From an optimization exercise on the open Yosys and OpenROAD flow, aimed at small area; shortcuts taken in it are not production practice. The RTL was checked by simulation tests, not by an equivalence proof against the original design.

## top_module
module top_module #(parameter N = 31, M = 31) (
  input signed [N:0] a, input signed [N:0] b, input signed [N:0] p, input signed [N:0] q,
  input clk, input rst, rst1,
  output signed [N:0] af, output signed [N:0] bf, output signed [N:0] pf, output signed [N:0] qf,
  output [M:0] output_angle_vec, output [M:0] output_angle_rot);
Size in the first run: about 2,700 flip-flops, about 320 I/O pins, roughly 160,000 µm² of cells after synthesis.
export LEC_CHECK = 0
export CAP_MARGIN = 10
export CORE_MARGIN = 2
export CORE_UTILIZATION = 55
export PLACE_DENSITY = 0.7
export SLEW_MARGIN = 10
export SYNTH_HIERARCHICAL = 1
create_clock -name core_clock -period 8.0 [get_ports {clk}]
standard.sh (not shown) runs the stock make flow with config.mk's settings and CLKGATE_MAP_FILE= SYNTH_SCRIPT=/design/flow/synth_recipe.tcl, a recipe that flattens the netlist after the stock synthesis.
==> flow/flow/run.sh <==
#!/bin/bash
# Own flow: the standard layout (standard.sh, unchanged synthesis and steps), with
#  - port buffers made from the smallest buffer cell instead of clkdlybuf4s50_1, and
#  - the clock tree built without dummy loads and with larger leaf clusters.
# Every ORFS step writes its full log under orfs/logs/; this script's own output goes to
# run_flow.log in the work folder.
set -euo pipefail
exec > >(tee -a run_flow.log) 2>&1
export BUFFER_PORTS_ARGS="-buffer_cell sky130_fd_sc_hd__buf_1"
export CTS_ARGS="-sink_clustering_enable -repair_clock_nets -dont_use_dummy_load -buf_list sky130_fd_sc_hd__clkbuf_8 -sink_clustering_size 16 -sink_clustering_max_diameter 60"
bash standard.sh
Then changed:
--- a/flow/flow/run.sh
+++ b/flow/flow/run.sh
@@ -8,4 +8,4 @@
 exec > >(tee -a run_flow.log) 2>&1
 export BUFFER_PORTS_ARGS="-buffer_cell sky130_fd_sc_hd__buf_1"
-export CTS_ARGS="-sink_clustering_enable -repair_clock_nets -dont_use_dummy_load -buf_list sky130_fd_sc_hd__clkbuf_8 -sink_clustering_size 16 -sink_clustering_max_diameter 60"
+export CTS_ARGS="-sink_clustering_enable -repair_clock_nets -dont_use_dummy_load -buf_list sky130_fd_sc_hd__clkbuf_16 -sink_clustering_size 24 -sink_clustering_max_diameter 80"
 bash standard.sh
CAP_MARGIN = 20   (was 10)
SLEW_MARGIN = 20   (was 10)
Outcome: Hold slack improves by 0.021 ns. Sequential share of layout area falls by 0.17 points. Cell area rises by 0.53%. Cell count falls by about 0.32%. Flip-flop and latch count stays the same. Routed wire length hardly moves.
Then changed:
--- a/flow/flow/run.sh
+++ b/flow/flow/run.sh
@@ -8,4 +8,4 @@
 exec > >(tee -a run_flow.log) 2>&1
 export BUFFER_PORTS_ARGS="-buffer_cell sky130_fd_sc_hd__buf_1"
-export CTS_ARGS="-sink_clustering_enable -repair_clock_nets -dont_use_dummy_load -buf_list sky130_fd_sc_hd__clkbuf_16 -sink_clustering_size 24 -sink_clustering_max_diameter 80"
+export CTS_ARGS="-sink_clustering_enable -repair_clock_nets -dont_use_dummy_load -buf_list sky130_fd_sc_hd__clkbuf_8 -sink_clustering_size 16 -sink_clustering_max_diameter 60"
 bash standard.sh
=>
- The new run finished with timing, DRC and antenna clean
- final cell count is higher by 0.40%
- wire length is about the same

---

top_module again, from the RTL that the note above started with.
Design top_module, start of the top module:
module top_module #(parameter N = 31, M = 31) (
  input signed [N:0] a, input signed [N:0] b, input signed [N:0] p, input signed [N:0] q,
  input clk, input rst, rst1,
  output signed [N:0] af, output signed [N:0] bf, output signed [N:0] pf, output signed [N:0] qf,
  output [M:0] output_angle_vec, output [M:0] output_angle_rot);
  wire vs0 = b[31];
  wire vx0s_1, vx0c_1;
  fadd u_vx0_1 (.a(a[0]), .b((b[0] ^ vs0)), .c(vs0), .s(vx0s_1), .co(vx0c_1));
  wire vx0s_2, vx0c_2;
  fadd u_vx0_2 (.a(a[1]), .b((b[1] ^ vs0)), .c(vx0c_1), .s(vx0s_2), .co(vx0c_2));
  wire vx0s_3, vx0c_3;
  fadd u_vx0_3 (.a(a[2]), .b((b[2] ^ vs0)), .c(vx0c_2), .s(vx0s_3), .co(vx0c_3));
  wire vx0s_4, vx0c_4;
  fadd u_vx0_4 (.a(a[3]), .b((b[3] ^ vs0)), .c(vx0c_3), .s(vx0s_4), .co(vx0c_4));
  wire vx0s_5, vx0c_5;
  fadd u_vx0_5 (.a(a[4]), .b((b[4] ^ vs0)), .c(vx0c_4), .s(vx0s_5), .co(vx0c_5));
  wire vx0s_6, vx0c_6;
  fadd u_vx0_6 (.a(a[5]), .b((b[5] ^ vs0)), .c(vx0c_5), .s(vx0s_6), .co(vx0c_6));
  wire vx0s_7, vx0c_7;
  fadd u_vx0_7 (.a(a[6]), .b((b[6] ^ vs0)), .c(vx0c_6), .s(vx0s_7), .co(vx0c_7));
  wire vx0s_8, vx0c_8;
  fadd u_vx0_8 (.a(a[7]), .b((b[7] ^ vs0)), .c(vx0c_7), .s(vx0s_8), .co(vx0c_8));
  wire vx0s_9, vx0c_9;
  fadd u_vx0_9 (.a(a[8]), .b((b[8] ^ vs0)), .c(vx0c_8), .s(vx0s_9), .co(vx0c_9));
  wire vx0s_10, vx0c_10;
  fadd u_vx0_10 (.a(a[9]), .b((b[9] ^ vs0)), .c(vx0c_9), .s(vx0s_10), .co(vx0c_10));
  wire vx0s_11 = a[10] ^ (b[10] ^ vs0);
  wire vx0c_12 = a[10] & (b[10] ^ vs0);
  wire vx0s_13, vx0c_13;
  fadd u_vx0_13 (.a(a[11]), .b((b[11] ^ vs0)), .c(vx0c_12), .s(vx0s_13), .co(vx0c_13));
  wire vx0s_14, vx0c_14;
  fadd u_vx0_14 (.a(a[12]), .b((b[12] ^ vs0)), .c(vx0c_13), .s(vx0s_14), .co(vx0c_14));
  wire vx0s_15, vx0c_15;
  fadd u_vx0_15 (.a(a[13]), .b((b[13] ^ vs0)), .c(vx0c_14), .s(vx0s_15), .co(vx0c_15));
  wire vx0s_16, vx0c_16;
  fadd u_vx0_16 (.a(a[14]), .b((b[14] ^ vs0)), .c(vx0c_15), .s(vx0s_16), .co(vx0c_16));
  wire vx0s_17, vx0c_17;
  fadd u_vx0_17 (.a(a[15]), .b((b[15] ^ vs0)), .c(vx0c_16), .s(vx0s_17), .co(vx0c_17));
  wire vx0s_18, vx0c_18;
  fadd u_vx0_18 (.a(a[16]), .b((b[16] ^ vs0)), .c(vx0c_17), .s(vx0s_18), .co(vx0c_18));
  wire vx0s_19, vx0c_19;
  ...
==> flow/config.mk <==
export PLATFORM = sky130hd
export DESIGN_NAME = top_module
export DESIGN_NICKNAME = top_module
export VERILOG_FILES = /design/flow/design.v
export SDC_FILE = /design/flow/constraint.sdc
export NUM_CORES = 4
export LEC_CHECK = 0
export CAP_MARGIN = 20
export CORE_MARGIN = 2
export CORE_UTILIZATION = 40
export PLACE_DENSITY = 0.6
export SLEW_MARGIN = 20
export SYNTH_HIERARCHICAL = 1
==> flow/constraint.sdc <==
create_clock -name core_clock -period 8.0 [get_ports {clk}]
set_input_delay 1.6000 -clock core_clock [delete_from_list [all_inputs] [get_ports {clk}]]
set_output_delay 1.6000 -clock core_clock [all_outputs]
set_load 0.01 [all_outputs]
==> flow/flow/run.sh <==
#!/bin/bash
# Own flow: the standard layout (standard.sh, unchanged synthesis and steps), with
#  - port buffers made from the smallest buffer cell instead of clkdlybuf4s50_1, and
#  - the clock tree built without dummy loads and with larger leaf clusters.
# Every ORFS step writes its full log under orfs/logs/; this script's own output goes to
# run_flow.log in the work folder.
set -euo pipefail
exec > >(tee -a run_flow.log) 2>&1
export BUFFER_PORTS_ARGS="-buffer_cell sky130_fd_sc_hd__buf_1"
export CTS_ARGS="-sink_clustering_enable -repair_clock_nets -dont_use_dummy_load -buf_list sky130_fd_sc_hd__clkbuf_8 -sink_clustering_size 16 -sink_clustering_max_diameter 60"
bash standard.sh
Rerun with:
--- a/flow/flow/run.sh
+++ b/flow/flow/run.sh
@@ -9,3 +9,3 @@
 export BUFFER_PORTS_ARGS="-buffer_cell sky130_fd_sc_hd__buf_1"
-export CTS_ARGS="-sink_clustering_enable -repair_clock_nets -dont_use_dummy_load -buf_list sky130_fd_sc_hd__clkbuf_8 -sink_clustering_size 16 -sink_clustering_max_diameter 60"
+export CTS_ARGS="-sink_clustering_enable -repair_clock_nets -dont_use_dummy_load -buf_list sky130_fd_sc_hd__clkbuf_16 -sink_clustering_size 24 -sink_clustering_max_diameter 80"
 bash standard.sh
What happened: Worst hold slack is better by 86 ps. Worst setup slack improved by 30 ps. Non-clock buffer count climbs by 5.

what the ideal ports hide:
The results above use ideal ports. As a check the final layouts listed here were re-extracted and re-timed, cells and wires unchanged. Step 1 sets driving cells, clkbuf_16 on the clock port and buf_2 on the other inputs (assumed; they add their load-dependent delay and slew). Step 2 adds t to the input delays and takes it off the output delays; t is the mean of the earliest and latest rising clock arrival at the registers after step 1. Input paths then give back, and output paths get back, about the clock's delay inside the block. a / b / c = ideal / step 1 / step 2; a / b = the first two.
run	shift t [ns]	slack for setup (ns)	hold WS [ns]	worst setup path after step 2
the first run of note 1	1.081	0.241 / 0.241 / 0.241	0.278 / 0.278 / 0.278	register to register
the second run of note 1	0.923	0.174 / 0.174 / 0.174	0.300 / 0.300 / 0.300	register to register
the third run of note 1	1.098	0.246 / 0.246 / 0.246	0.276 / 0.276 / 0.276	register to register
the first run of note 2	1.150	0.332 / 0.332 / 0.332	0.216 / 0.216 / 0.216	register to register
the second run of note 2	0.944	0.362 / 0.362 / 0.362	0.302 / 0.302 / 0.302	register to register
After both steps every run listed still meets setup and hold.
